Context: an optimization exercise on an open-source flow, tuned for small area. The choices shown serve that exercise and are no tape-out recipe. RTL that was checked went through simulation tests only; none was proved equivalent to the original. No driver is modelled on the clock port, so clock power and skew are understated where the tree is cut down; a real chip needs a root buffer or a tree. Power is estimated from default activity; no workload was simulated.

job 6999:
==> flow/design.v (excerpt) <==
module FPAdder(
  input             clk,
  input      [31:0] A_56,
  input      [31:0] B_56,
  output reg [31:0] sum_56
);
export LEC_CHECK = 0
export CAP_MARGIN = 20
export CORE_MARGIN = 2
export CORE_UTILIZATION = 40
export CTS_BUF_LIST = sky130_fd_sc_hd__clkbuf_8
export CTS_CLUSTER_DIAMETER = 100
export CTS_CLUSTER_SIZE = 40
export SLEW_MARGIN = 20
create_clock -name core_clock -period 4.0 [get_ports {clk}]
standard.sh (not shown) runs the stock make flow with config.mk's settings and CLKGATE_MAP_FILE= SYNTH_SCRIPT=/design/flow/synth_recipe.tcl, a recipe that flattens the netlist after the stock synthesis.
==> flow/flow/run.sh <==
#!/bin/bash
# Standard ORFS layout, with plain buf_1 cells as the port buffers.
set -euo pipefail
bash standard.sh "BUFFER_PORTS_ARGS=-buffer_cell sky130_fd_sc_hd__buf_1" RECOVER_POWER=100 finish > flow_make.log 2>&1
Job 6999 ran in full, but the layout does not pass; the checks complain about max-capacitance violations, max-slew violations.
The following lists how job 9807 was set up differently from job 6999:
- GPL_TIMING_DRIVEN now 0, previously not set
==> flow/flow/run.sh <==
#!/bin/bash
# Standard ORFS layout, with plain buf_1 cells as the port buffers.
set -euo pipefail
bash standard.sh "BUFFER_PORTS_ARGS=-buffer_cell sky130_fd_sc_hd__buf_1" finish > flow_make.log 2>&1
## What came out
Job 9807 closes out successfully: all stages finished, all timing, DRC and antenna checks passed.
Comparing job 9807 and job 6999, overall global routing resource usage is higher on job 9807.
Against job 6999 as the reference, job 9807 delivers a higher relative contribution of sequential cells to total power.
Job 9807: finished layout cell area lower than job 6999
Comparing proportion of cell area spent on the clock network for job 9807 and job 6999, the smaller number came from job 9807.
Worst IR drop on VDD sits lower in job 9807 than in job 6999.
Compared to job 6999, the router laid down more metal wire for job 9807.
On synthesis-to-layout area growth, the lower figure sits with job 9807, not job 6999.
Of job 9807 and job 6999, job 9807 shows the lower actual slew at the worst max-slew pin, with job 6999 above it.
Relative to job 9807, the following input files were edited for job 8704:
- clearing CTS_CLUSTER_SIZE, which used to be 40
- clearing CTS_CLUSTER_DIAMETER, which used to be 100
- clearing CTS_BUF_LIST, which used to be sky130_fd_sc_hd__clkbuf_8
- putting ABC_AREA at 1 where nothing was set
- clearing GPL_TIMING_DRIVEN, which used to be 0
==> flow/run.sh (new file) <==
#!/bin/bash
# synth_recipe.tcl (not shown) runs the flow's synth.tcl, then flattens the netlist and writes it again
# the make line also repeats each setting of config.mk as NAME=value (left out here)
make -C /OpenROAD-flow-scripts/flow DESIGN_CONFIG=/design/flow/config.mk WORK_HOME=/design/flow/orfs CLKGATE_MAP_FILE= SYNTH_SCRIPT=/design/flow/synth_recipe.tcl finish
removed: flow/flow/run.sh
removed: flow/standard.sh
Findings:
- On job 8704: worst setup slack is 610 ps lower than what job 9807 gave.
- What job 8704 reported for via count of the first global-routing pass has to be multiplied by 0.807 to get the figure for job 9807.
- Diff job 9807 -> job 8704: met2 usage in global routing picked up an extra 4.2 points; pin count of the biggest net entering global routing picked up an extra 28; area taken by flip-flops and latches neither gained nor lost much.
- Nothing crashed in job 8704 and all stages finished; the problem is that the final layout failed, the offending checks being negative setup slack.
- Cmp job 9807 and job 8704 / delay contributed by the slowest stage of the critical path / higher: job 9807
- Higher final worst-path cycle share was reported by job 8704, not job 9807.
- Post-synth design cell area in job 8704 is about 1% above job 9807.
- Looking at routed wire length, job 8704 sits 2.2 mm higher than job 9807 does.
Here is what was changed in the inputs of job 6359 compared with job 8704.
- ABC_AREA: 1 -> unset
- CTS_CLUSTER_SIZE: unset -> 40
- CTS_CLUSTER_DIAMETER: unset -> 100
- CTS_BUF_LIST: unset -> sky130_fd_sc_hd__clkbuf_8
==> flow/flow/run.sh (new file) <==
#!/bin/bash
# Standard ORFS layout, with plain buf_1 cells as the port buffers.
set -euo pipefail
bash standard.sh "BUFFER_PORTS_ARGS=-buffer_cell sky130_fd_sc_hd__buf_1" finish > flow_make.log 2>&1
==> flow/standard.sh (new file) <==
#!/bin/bash
# synth_recipe.tcl (not shown) runs the flow's synth.tcl, then flattens the netlist and writes it again
# the make line also repeats each setting of config.mk as NAME=value (left out here)
make -C /OpenROAD-flow-scripts/flow DESIGN_CONFIG=/design/flow/config.mk WORK_HOME=/design/flow/orfs CLKGATE_MAP_FILE= SYNTH_SCRIPT=/design/flow/synth_recipe.tcl "${@:-finish}"
removed: flow/run.sh
Notes after the runs:
Job 6359 | stages: all done | timing, DRC, antenna: all pass. Job 8704 has a higher overall power consumption than job 6359. | sequential share of layout area | job 6359 vs job 8704 | 7.7 points higher |. Comparing job 6359 and job 8704, part of the total power dissipated in combinational logic is lower on job 6359. Summary — post-place setup slack, job 6359 relative to job 8704: higher, by 580 ps. The buffering overhead in job 6359 was lower than what job 8704 gave. Between job 6359 and job 8704, the adder-cell share of the synthesized area figures differ only marginally.
Modified inputs, job 6288 compared to job 6359
- putting PLACE_DENSITY at 0.8 where nothing was set
- swapping 40 for 65 in CORE_UTILIZATION
Findings:
- Diff job 6359..job 6288 | number of enable-type register cells in the synthesized netlist | unchanged
- Job 6288 against job 6359: final hold violation count flat, clock-buffer cell count grew by 1, clock tree cell share of total cell area has remained practically unchanged, met1 routed wirelength after detailed routing has decreased.
- | mean routed wirelength per cell | job 6288 vs job 6359 | ≈ equal |
- Any difference in power consumed by the clock network between job 6288 and job 6359 is small enough to ignore.
No functional check of the RTL was part of any run of this note.


Starting RTL as in the previous note.
export LEC_CHECK = 0
export CAP_MARGIN = 20
export CORE_MARGIN = 2
export CORE_UTILIZATION = 65
export PLACE_DENSITY = 0.8
export SLEW_MARGIN = 20
create_clock -name core_clock -period 4.0 [get_ports {clk}]
run.sh (not shown) runs the stock make flow with config.mk's settings and CLKGATE_MAP_FILE= SYNTH_SCRIPT=/design/flow/synth_recipe.tcl, a recipe that flattens the netlist after the stock synthesis.
Stock flow here: none of the scripts above is used.
The starting point produced a clean layout.
Edit:
- CORE_UTILIZATION: 65 -> 40
- CTS_BUF_LIST: not set -> sky130_fd_sc_hd__clkbuf_8
- CTS_CLUSTER_DIAMETER: not set -> 100
- CTS_CLUSTER_SIZE: not set -> 40
- PLACE_DENSITY: 0.8 -> not set
After rerunning: The changed run finished with timing, DRC and antenna clean. Hold slack stays flat. Fmax rises by a few percent. Die area rises by well over a third. Global-route usage falls by 15 points. First-iteration DRC count falls by well over a third. Core utilization falls by 30 points. Via count falls by roughly a tenth. Cell area rises slightly.
Edit:
- CTS_BUF_LIST: sky130_fd_sc_hd__clkbuf_8 -> not set
- CTS_CLUSTER_DIAMETER: 100 -> not set
- CTS_CLUSTER_SIZE: 40 -> not set
=> The new run finished with timing, DRC and antenna clean. First-iteration DRC count goes down by about 12%. Worst setup slack loses 0.0043 ns. Design area is higher by about 1.8%. Total power grows by about 6.4%. Area after synthesis is unchanged. Via count grows by 0.36%. Wire length falls by 0.31%. Count of clock-buffer cells in the layout is unchanged. Worst hold slack is about the same.
No run of this note included a check of the RTL's function; only the layout flow was run.


== build 93 ==
Another version of the RTL of FPAdder (not shown whole).
For scale: roughly 190 flip-flops, about 8300 um2 of cells after synthesis.
export LEC_CHECK = 0
export CAP_MARGIN = 20
export CORE_MARGIN = 2
export CORE_UTILIZATION = 40
export CTS_BUF_LIST = sky130_fd_sc_hd__clkbuf_8
export CTS_CLUSTER_DIAMETER = 100
export CTS_CLUSTER_SIZE = 40
export SLEW_MARGIN = 20
create_clock -name core_clock -period 4.0 [get_ports {clk}]
standard.sh (not shown) runs the stock make flow with config.mk's settings and CLKGATE_MAP_FILE= SYNTH_SCRIPT=/design/flow/synth_recipe.tcl, a recipe that flattens the netlist after the stock synthesis.
==> flow/flow/run.sh <==
#!/bin/bash
# Layout flow: the standard ORFS flow (standard.sh) with two changes:
#  - synthesis maps the logic with the ABC script flow/abc.script; the rest of
#    synthesis (register mapping, flattening, renaming) is the standard
#    synthesis script, unchanged;
#  - the port buffers are plain buf_1 cells.
# Each tool's output goes to the ORFS logs under orfs/logs/; make's own output
# to flow_make.log here.
set -euo pipefail
here=$(pwd)
# ORFS's synth.tcl with only the ABC script replaced
sed 's|^source \$::env(SCRIPTS_DIR)/synth_preamble.tcl$|&\nset abc_args [lreplace $abc_args 1 1 '"$here"'/flow/abc.script]|' \
  "$FLOW_HOME/scripts/synth.tcl" > "$here/synth_area.tcl"
grep -q "flow/abc.script" "$here/synth_area.tcl"
# The standard flow's synthesis script, sourcing the copy above
sed 's|source \$::env(SCRIPTS_DIR)/synth.tcl|source '"$here"'/synth_area.tcl|' \
  synth_recipe.tcl > "$here/synth_recipe_area.tcl"
grep -q "synth_area.tcl" "$here/synth_recipe_area.tcl"
bash standard.sh "SYNTH_SCRIPT=$here/synth_recipe_area.tcl" \
  "BUFFER_PORTS_ARGS=-buffer_cell sky130_fd_sc_hd__buf_1" finish > flow_make.log 2>&1
==> flow/flow/abc.script <==
&get -n
&st
&dch
&nf -R 50
&st
&syn2
&if -g -K 6
&synch2
&nf -R 50
&st
&syn2
&if -g -K 6
&synch2
&nf -R 50
&st
&syn2
&if -g -K 6
&synch2
&nf -R 50
&st
&syn2
&if -g -K 6
&synch2
&nf -R 50
&st
&syn2
&if -g -K 6
&synch2
&nf -R 50
&put
buffer -c
topo
stime -c
upsize -c
dnsize -c
Build 93 completed every stage of the flow, and the final layout passed the timing, DRC and antenna checks.
The inputs of build 74 differ from those of build 93 as listed below.
==> flow/flow/abc.script <==
strash
&get -n
&st
&dch
&nf -R 1000
&put
==> comparison <==
In build 74, critical path depth is higher than in build 93.
No crash in build 74: every stage finished, but the layout fails its final checks due to setup timing.
Count of multi-input combinational gates: build 74 < build 93
Number of buffers other than clock buffers in the final layout (build 74 over build 93): increase, about 70%
Between build 93 and build 74, number of instances resized during post-cts repair increased.
## Diff of input files: build 67 against build 74
# build 74
export LEC_CHECK = 0
export CAP_MARGIN = 20
export CORE_MARGIN = 2
export CORE_UTILIZATION = 40
export CTS_BUF_LIST = sky130_fd_sc_hd__clkbuf_8
export CTS_CLUSTER_DIAMETER = 100
export CTS_CLUSTER_SIZE = 40
export SLEW_MARGIN = 20
create_clock -name core_clock -period 4.0 [get_ports {clk}]
# build 67
export LEC_CHECK = 0
export CAP_MARGIN = 5
export CORE_MARGIN = 2
export CORE_UTILIZATION = 40
export CTS_BUF_LIST = sky130_fd_sc_hd__clkbuf_8
export CTS_CLUSTER_DIAMETER = 100
export CTS_CLUSTER_SIZE = 40
export GPL_TIMING_DRIVEN = 0
export SLEW_MARGIN = 5
create_clock -name core_clock -period 4.0 [get_ports {clk}]
-- flow/flow/run.sh --
<<< build 74, line 18
grep -q "synth_area.tcl" "$here/synth_recipe_area.tcl"
bash standard.sh "SYNTH_SCRIPT=$here/synth_recipe_area.tcl" \
  "BUFFER_PORTS_ARGS=-buffer_cell sky130_fd_sc_hd__buf_1" finish > flow_make.log 2>&1
>>> build 67, line 18
grep -q "synth_area.tcl" "$here/synth_recipe_area.tcl"
bash standard.sh "SYNTH_SCRIPT=$here/synth_recipe_area.tcl" \
  "BUFFER_PORTS_ARGS=-buffer_cell sky130_fd_sc_hd__buf_1" \
  "CTS_ARGS=-sink_clustering_enable -repair_clock_nets -dont_use_dummy_load -sink_clustering_size 30 -sink_clustering_max_diameter 100 -buf_list sky130_fd_sc_hd__clkbuf_8" finish > flow_make.log 2>&1
==> flow/flow/abc.script <==
&get -n
&st
&dch
&nf -R 50
&st
&syn2
&if -g -K 6
&synch2
&nf -R 50
&st
&syn2
&if -g -K 6
&synch2
&nf -R 50
&st
&syn2
&if -g -K 6
&synch2
&nf -R 50
&st
&syn2
&if -g -K 6
&synch2
&nf -R 50
&st
&syn2
&if -g -K 6
&synch2
&nf -R 50
&put
buffer -c
topo
stime -c
upsize -c
dnsize -c
[summary]
NOTE finished layout cell area build 74->build 67 decreased by more than 10%
Changes observed in build 67 relative to build 74: wire length after detailed routing rose by 300 um; number of combinational gates with multiple inputs increased about 8%; number of buffer and inverter stages on the critical path shows a reduction of 17; register-to-register slack up 1.89 ns.
Compare build 67 and build 74 | cell leakage power lower: build 67
On critical path depth: between build 67 and build 74, it ends up higher for build 74.
Build 67 ran to completion and came out clean on the timing, DRC and antenna checks.
Lower sum of negative setup slack goes to build 74 over build 67.
The chip height of build 67 is higher than that of build 74.
For the part of the cycle the worst path needs, build 67 came in 31 points lower than build 74 did.
Setup changes, build 67 to build 1
# build 67
export LEC_CHECK = 0
export CAP_MARGIN = 5
export CORE_MARGIN = 2
export CORE_UTILIZATION = 40
export CTS_BUF_LIST = sky130_fd_sc_hd__clkbuf_8
export CTS_CLUSTER_DIAMETER = 100
export CTS_CLUSTER_SIZE = 40
export GPL_TIMING_DRIVEN = 0
export SLEW_MARGIN = 5
create_clock -name core_clock -period 4.0 [get_ports {clk}]
# build 1
export LEC_CHECK = 0
export CAP_MARGIN = 20
export CORE_MARGIN = 2
export CORE_UTILIZATION = 40
export CTS_BUF_LIST = sky130_fd_sc_hd__clkbuf_8
export CTS_CLUSTER_DIAMETER = 100
export CTS_CLUSTER_SIZE = 40
export SLEW_MARGIN = 20
create_clock -name core_clock -period 4.0 [get_ports {clk}]
-- flow/flow/run.sh --
<<< build 67, line 18
grep -q "synth_area.tcl" "$here/synth_recipe_area.tcl"
bash standard.sh "SYNTH_SCRIPT=$here/synth_recipe_area.tcl" \
  "BUFFER_PORTS_ARGS=-buffer_cell sky130_fd_sc_hd__buf_1" \
  "CTS_ARGS=-sink_clustering_enable -repair_clock_nets -dont_use_dummy_load -sink_clustering_size 30 -sink_clustering_max_diameter 100 -buf_list sky130_fd_sc_hd__clkbuf_8" finish > flow_make.log 2>&1
>>> build 1, line 18
grep -q "synth_area.tcl" "$here/synth_recipe_area.tcl"
bash standard.sh "SYNTH_SCRIPT=$here/synth_recipe_area.tcl" \
  "BUFFER_PORTS_ARGS=-buffer_cell sky130_fd_sc_hd__buf_1" finish > flow_make.log 2>&1
==> flow/flow/abc.script <==
&get -n
&st
&dch
&nf -R 100
&st
&syn2
&if -g -K 6
&synch2
&nf -R 100
&st
&syn2
&if -g -K 6
&synch2
&nf -R 100
&st
&syn2
&if -g -K 6
&synch2
&nf -R 100
&st
&syn2
&if -g -K 6
&synch2
&nf -R 100
&st
&syn2
&if -g -K 6
&synch2
&nf -R 100
&put
buffer -c
topo
stime -c
upsize -c
dnsize -c
Going from build 67 to build 1, the die area was shrunk.
In the tables for build 67 and build 1, area fraction in and, or, nand and nor cells after synthesis reads lower with build 67.
Compared with build 67, build 1 degrades summed area of non-filler cells in the final layout.
The slowest stage cell on the critical path comes out sky130_fd_sc_hd__fa_1 in one run and sky130_fd_sc_hd__mux4_2 in the other, namely in build 1 and build 67 respectively.
Build 1: no failed stages, no open violations at the end
Diff build 67 -> build 1 | horizontal die dimension | down slightly
Summary of build 1 over build 67: relative area of clock buffers and inverters in the final design rose by 2.0 points, clock share of power rose by 5.7 points, final worst slack rose by 0.24 ns, peak clock frequency supported by timing rose by 0.017 GHz, synthesized cell count rose by about 3.4%.


xenon:
FPAdder, a different RTL version from the one above (not shown whole).
Size: roughly 780 cells after synthesis, ~97 I/O pins, about 0.0077 mm2 of cells after synthesis.
Design FPAdder, start of the top module:
module FPAdder(
  input             clk,
  input      [31:0] A_56,
  input      [31:0] B_56,
  output reg [31:0] sum_56
);
  wire        sA = A_56[31];
  wire        sB = B_56[31];
  wire  [7:0] eA = A_56[30:23];
  wire  [7:0] eB = B_56[30:23];
  wire [22:0] mA = A_56[22:0];
  wire [22:0] mB = B_56[22:0];
  wire  [8:0] dsum   = {1'b0, eA} + {1'b0, ~eB};
  wire        larger = dsum[8];
  wire  [7:0] amt    = dsum[7:0] ^ {8{~larger}};
  wire [22:0] ms1    = larger ? {1'b0, mB[22:1]} : mA;
  wire [22:0] sh     = (|amt[7:5]) ? 23'd0 : (ms1 >> amt[4:0]);
  wire [22:0] ml     = larger ? mA : mB;
  wire  [7:0] el     = larger ? eA : eB;
  wire        sL     = larger ? sA : sB;
  wire        op     = sA ^ sB;
  wire        eqe    = eA == eB;
  wire        byp    = (A_56 == 32'd0) | (B_56 == 32'd0);
  wire        sg     = byp ? (sA | sB) : (op ? sL : sA);
  wire        f      = ~byp & op & eqe;
  wire [22:0] mlx    = ml ^ {23{op}};
  reg  [22:0] r1_ml, r1_sh;
  reg   [7:0] r1_e;
  reg         r1_sg, r1_f, r1_op, r1_byp;
  always @(posedge clk) begin
    r1_ml  <= mlx;
    r1_sh  <= sh;
    r1_e   <= el;
    r1_sg  <= sg;
    r1_f   <= f;
    r1_op  <= op;
    r1_byp <= byp;
  end
  wire [23:0] t;
  wire        sign;
  FPAdder_add u_add (.ml(r1_ml), .sh(r1_sh), .op(r1_op), .f(r1_f), .sg(r1_sg),
                     .t(t), .sign(sign));
  reg  [23:0] r2_t;
  reg   [7:0] r2_e;
  reg         r2_sign, r2_byp;
  always @(posedge clk) begin
    r2_t    <= t;
    r2_e    <= r1_e;
    r2_sign <= sign;
    r2_byp  <= r1_byp;
  end
  wire [31:0] res;
  FPAdder_norm u_norm (.t(r2_t), .e(r2_e), .sign(r2_sign), .byp(r2_byp), .res(res));
  reg [31:0] r3, r4;
  always @(posedge clk) begin
    r3     <= res;
    r4     <= r3;
    sum_56 <= r4;
  end
endmodule
clock: 4.0 ns
lec_check: 0
cap_margin: 20
core_margin: 2
core_utilization: 40
gpl_timing_driven: 0
place_density: 0.8
slew_margin: 20
synth_hierarchical: 1
==> flow/flow/run.sh <==
#!/bin/bash
# Layout flow: the standard ORFS flow (standard.sh) with these changes:
#  - synthesis keeps the design's modules (SYNTH_HIERARCHICAL 1; all registers
#    are in the top module) and maps each module's logic with its own ABC
#    script (flow/abc_modules.tcl); the rest of synthesis (register mapping,
#    flattening, renaming) is the standard synthesis script, unchanged;
#  - the port buffers are plain buf_1 cells;
#  - clock tree synthesis uses clkbuf_8 cells and no dummy loads, and its leaf
#    level is then rebuilt as six clkbuf_16 buffers, each driving an equal,
#    compact group of registers (flow/merge_cts.tcl); the root buffer drives
#    the six, so every register sees the same two buffers.
# Each tool's output goes to the ORFS logs under orfs/logs/; make's own output
# to flow_make*.log and the clock tree step's to clock_leaves.log, here.
set -euo pipefail
here=$(pwd)
results=$here/orfs/results/sky130hd/FPAdder/base
# ORFS's synth.tcl with its abc call replaced by flow/abc_modules.tcl
sed 's|^  log_cmd abc {\*}\$abc_args$|  source '"$here"'/flow/abc_modules.tcl|' \
  "$FLOW_HOME/scripts/synth.tcl" > "$here/synth_area.tcl"
grep -q "flow/abc_modules.tcl" "$here/synth_area.tcl"
# The standard flow's synthesis script, sourcing the copy above
sed 's|source \$::env(SCRIPTS_DIR)/synth.tcl|source '"$here"'/synth_area.tcl|' \
  synth_recipe.tcl > "$here/synth_recipe_area.tcl"
grep -q "synth_area.tcl" "$here/synth_recipe_area.tcl"
args=("SYNTH_SCRIPT=$here/synth_recipe_area.tcl"
  "BUFFER_PORTS_ARGS=-buffer_cell sky130_fd_sc_hd__buf_1"
  "CTS_ARGS=-sink_clustering_enable -repair_clock_nets -dont_use_dummy_load -buf_list sky130_fd_sc_hd__clkbuf_8")
bash standard.sh "${args[@]}" cts > flow_make_cts.log 2>&1
cat > "$here/clock_leaves.tcl" <<EOT
source $here/flow/merge_cts.tcl
read_db $results/4_cts.odb
merge_clock_leaves 2 3 sky130_fd_sc_hd__clkbuf_16 sky130_fd_sc_hd__clkbuf_8
detailed_placement
check_placement -verbose
write_db $results/4_cts.odb
EOT
openroad -no_init -exit "$here/clock_leaves.tcl" > clock_leaves.log 2>&1
bash standard.sh "${args[@]}" finish > flow_make.log 2>&1
==> flow/flow/abc.script <==
strash
&get -n
&st
&dch
&nf -R 1000
&put
==> flow/flow/abc_add.script <==
strash
&get -n
&st
&dch
&nf -R 1000
&put
Other scripts of this flow, unchanged in this note and not shown: flow/flow/abc_modules.tcl, flow/flow/abc_norm.script, flow/flow/merge_cts.tcl
[inputs] fjord vs xenon
==> flow/flow/abc.script <==
strash
&get -n
&st
&dch
&nf -R 1000
&put
topo
buffer -c
topo
upsize -c
dnsize -c
[summary]
- Comparing xenon with fjord, the critical path required time came out essentially unchanged.
- In fjord, the via count came out 1.1% above the value in xenon.
- Compared with xenon, in fjord cell count increased by 41 relative to the old numbers; setup slack on the worst flop-to-flop path increased by 0.12 ns relative to the old numbers.
- Compared with xenon, in fjord critical path arrival moved down; routed wire length went up; number of buffers other than clock buffers in the final layout moved up.
- Cell area for fjord: about 0.6% down relative to xenon
- In summary, fjord completed successfully, with a layout that passed the timing, DRC and antenna checks.
- Side by side, xor/xnor share of the synthesized area turned out lower in fjord than in xenon.
- The core of fjord is less densely filled than that of xenon.
- Relative to xenon, global-route usage increased by 1.1 points in fjord.
Changes in onyx relative to fjord:
==> flow/flow/abc.script <==
&get -n
&st
&dch
&nf -R 100
&st
&syn2
&if -g -K 6
&synch2
&nf -R 100
&st
&syn2
&if -g -K 6
&synch2
&nf -R 100
&st
&syn2
&if -g -K 6
&synch2
&nf -R 100
&st
&syn2
&if -g -K 6
&synch2
&nf -R 100
&st
&syn2
&if -g -K 6
&synch2
&nf -R 100
&put
buffer -c
topo
stime -c
upsize -c
dnsize -c
==> flow/flow/abc_add.script <==
strash
&get -n
&st
&dch
&nf -R 1000
&put
topo
buffer -c
topo
upsize -c
dnsize -c
==> results.txt <==
- onyx: flow completed, timing, DRC and antenna clean
- Compared onyx vs fjord, and net switching fraction of the power is down in onyx.
- Final worst slack on onyx is down relative to fjord.
- Comparing fjord and onyx, the higher combinational cell fraction of total power was measured on fjord.
- Total iterations of the first detailed-routing run in onyx vs fjord: up 1
- Sort fjord and onyx by critical path depth desc -> top: onyx
- In the flow results for fjord and onyx, the clock network fraction of design power is larger on onyx.
- The number of standard cells after synthesis number comes out higher for onyx vs fjord.
Setup changes, onyx to cedar
==> flow/flow/abc_add.script <==
strash
&get -n
&st
&dch
&nf -R 1000
&put
### Flow results
On area added between synthesis and finish: cedar sits above onyx.
Compared with onyx, cedar shows clock group power higher by about 1%.
Share of the clock period used by the worst path was lower in onyx than in cedar.
On total power draw, onyx tracks cedar almost exactly.
Of cedar and onyx, the run reporting the higher combined global-route utilization of all metal layers was cedar.
Status: utilization parity (onyx, cedar)
STATUS fmax: cedar loses against onyx

[separate check: timing with driven ports]
The flow's constraints put no driver on any port. The routed layouts listed below were extracted and timed again, unchanged, in two steps.
Step 1: set_driving_cell puts a clkbuf_16 on clk and a buf_2 on each other input, an assumption about the parent block.
Step 2 times the ports against the registers' clock, not the clock port: input delays grow and output delays shrink by t, the midpoint of the rising clock arrivals with the driver on.
Slacks: no drivers / after step 1 / after step 2; pairs: no drivers / after step 1.
run	t, ns	setup slack, ns	hold WS [ns]	worst setup path after step 2	slew at the worst register clock pin (ns)
job 6999	0.494	0.324 / 0.328 / -0.167	0.330 / 0.330 / 0.330	input to register	0.10 / 0.10
job 9807	0.495	0.148 / 0.148 / -0.322	0.327 / 0.327 / 0.327	input to register	0.10 / 0.10
job 8704	0.469	-0.466 / -0.466 / -0.466	0.325 / 0.325 / 0.325	register to register	0.08 / 0.08
job 6359	0.495	0.499 / 0.499 / 0.169	0.330 / 0.330 / 0.330	input to register	0.10 / 0.10
job 6288	0.479	0.479 / 0.479 / 0.144	0.320 / 0.320 / 0.320	input to register	0.10 / 0.10
the first run of note 2	0.467	0.311 / 0.311 / -0.095	0.323 / 0.323 / 0.323	input to register	0.07 / 0.07
the second run of note 2	0.478	0.386 / 0.390 / -0.088	0.325 / 0.325 / 0.325	input to register	0.11 / 0.11
the third run of note 2	0.459	0.382 / 0.388 / -0.071	0.323 / 0.323 / 0.323	input to register	0.08 / 0.08
build 93	0.476	0.437 / 0.447 / -0.029	0.326 / 0.326 / 0.326	input to register	0.12 / 0.12
build 74	0.477	-1.123 / -1.123 / -1.123	0.330 / 0.330 / 0.330	register to register	0.11 / 0.11
build 67	0.455	0.113 / 0.126 / -0.329	0.295 / 0.295 / 0.295	input to register	0.11 / 0.11
build 1	0.485	0.353 / 0.370 / -0.116	0.334 / 0.334 / 0.334	input to register	0.11 / 0.11
xenon	0.432	0.242 / 0.252 / -0.180	0.335 / 0.335 / 0.335	input to register	0.11 / 0.11
fjord	0.436	0.270 / 0.277 / -0.160	0.332 / 0.332 / 0.332	input to register	0.11 / 0.11
onyx	0.428	0.168 / 0.169 / -0.259	0.331 / 0.331 / 0.331	input to register	0.11 / 0.11
cedar	0.447	0.142 / 0.155 / -0.292	0.335 / 0.335 / 0.335	input to register	0.11 / 0.11
The setup slack of job 6999, which loses most, moves by +0.004 ns with the drivers and by -0.491 ns with both steps.
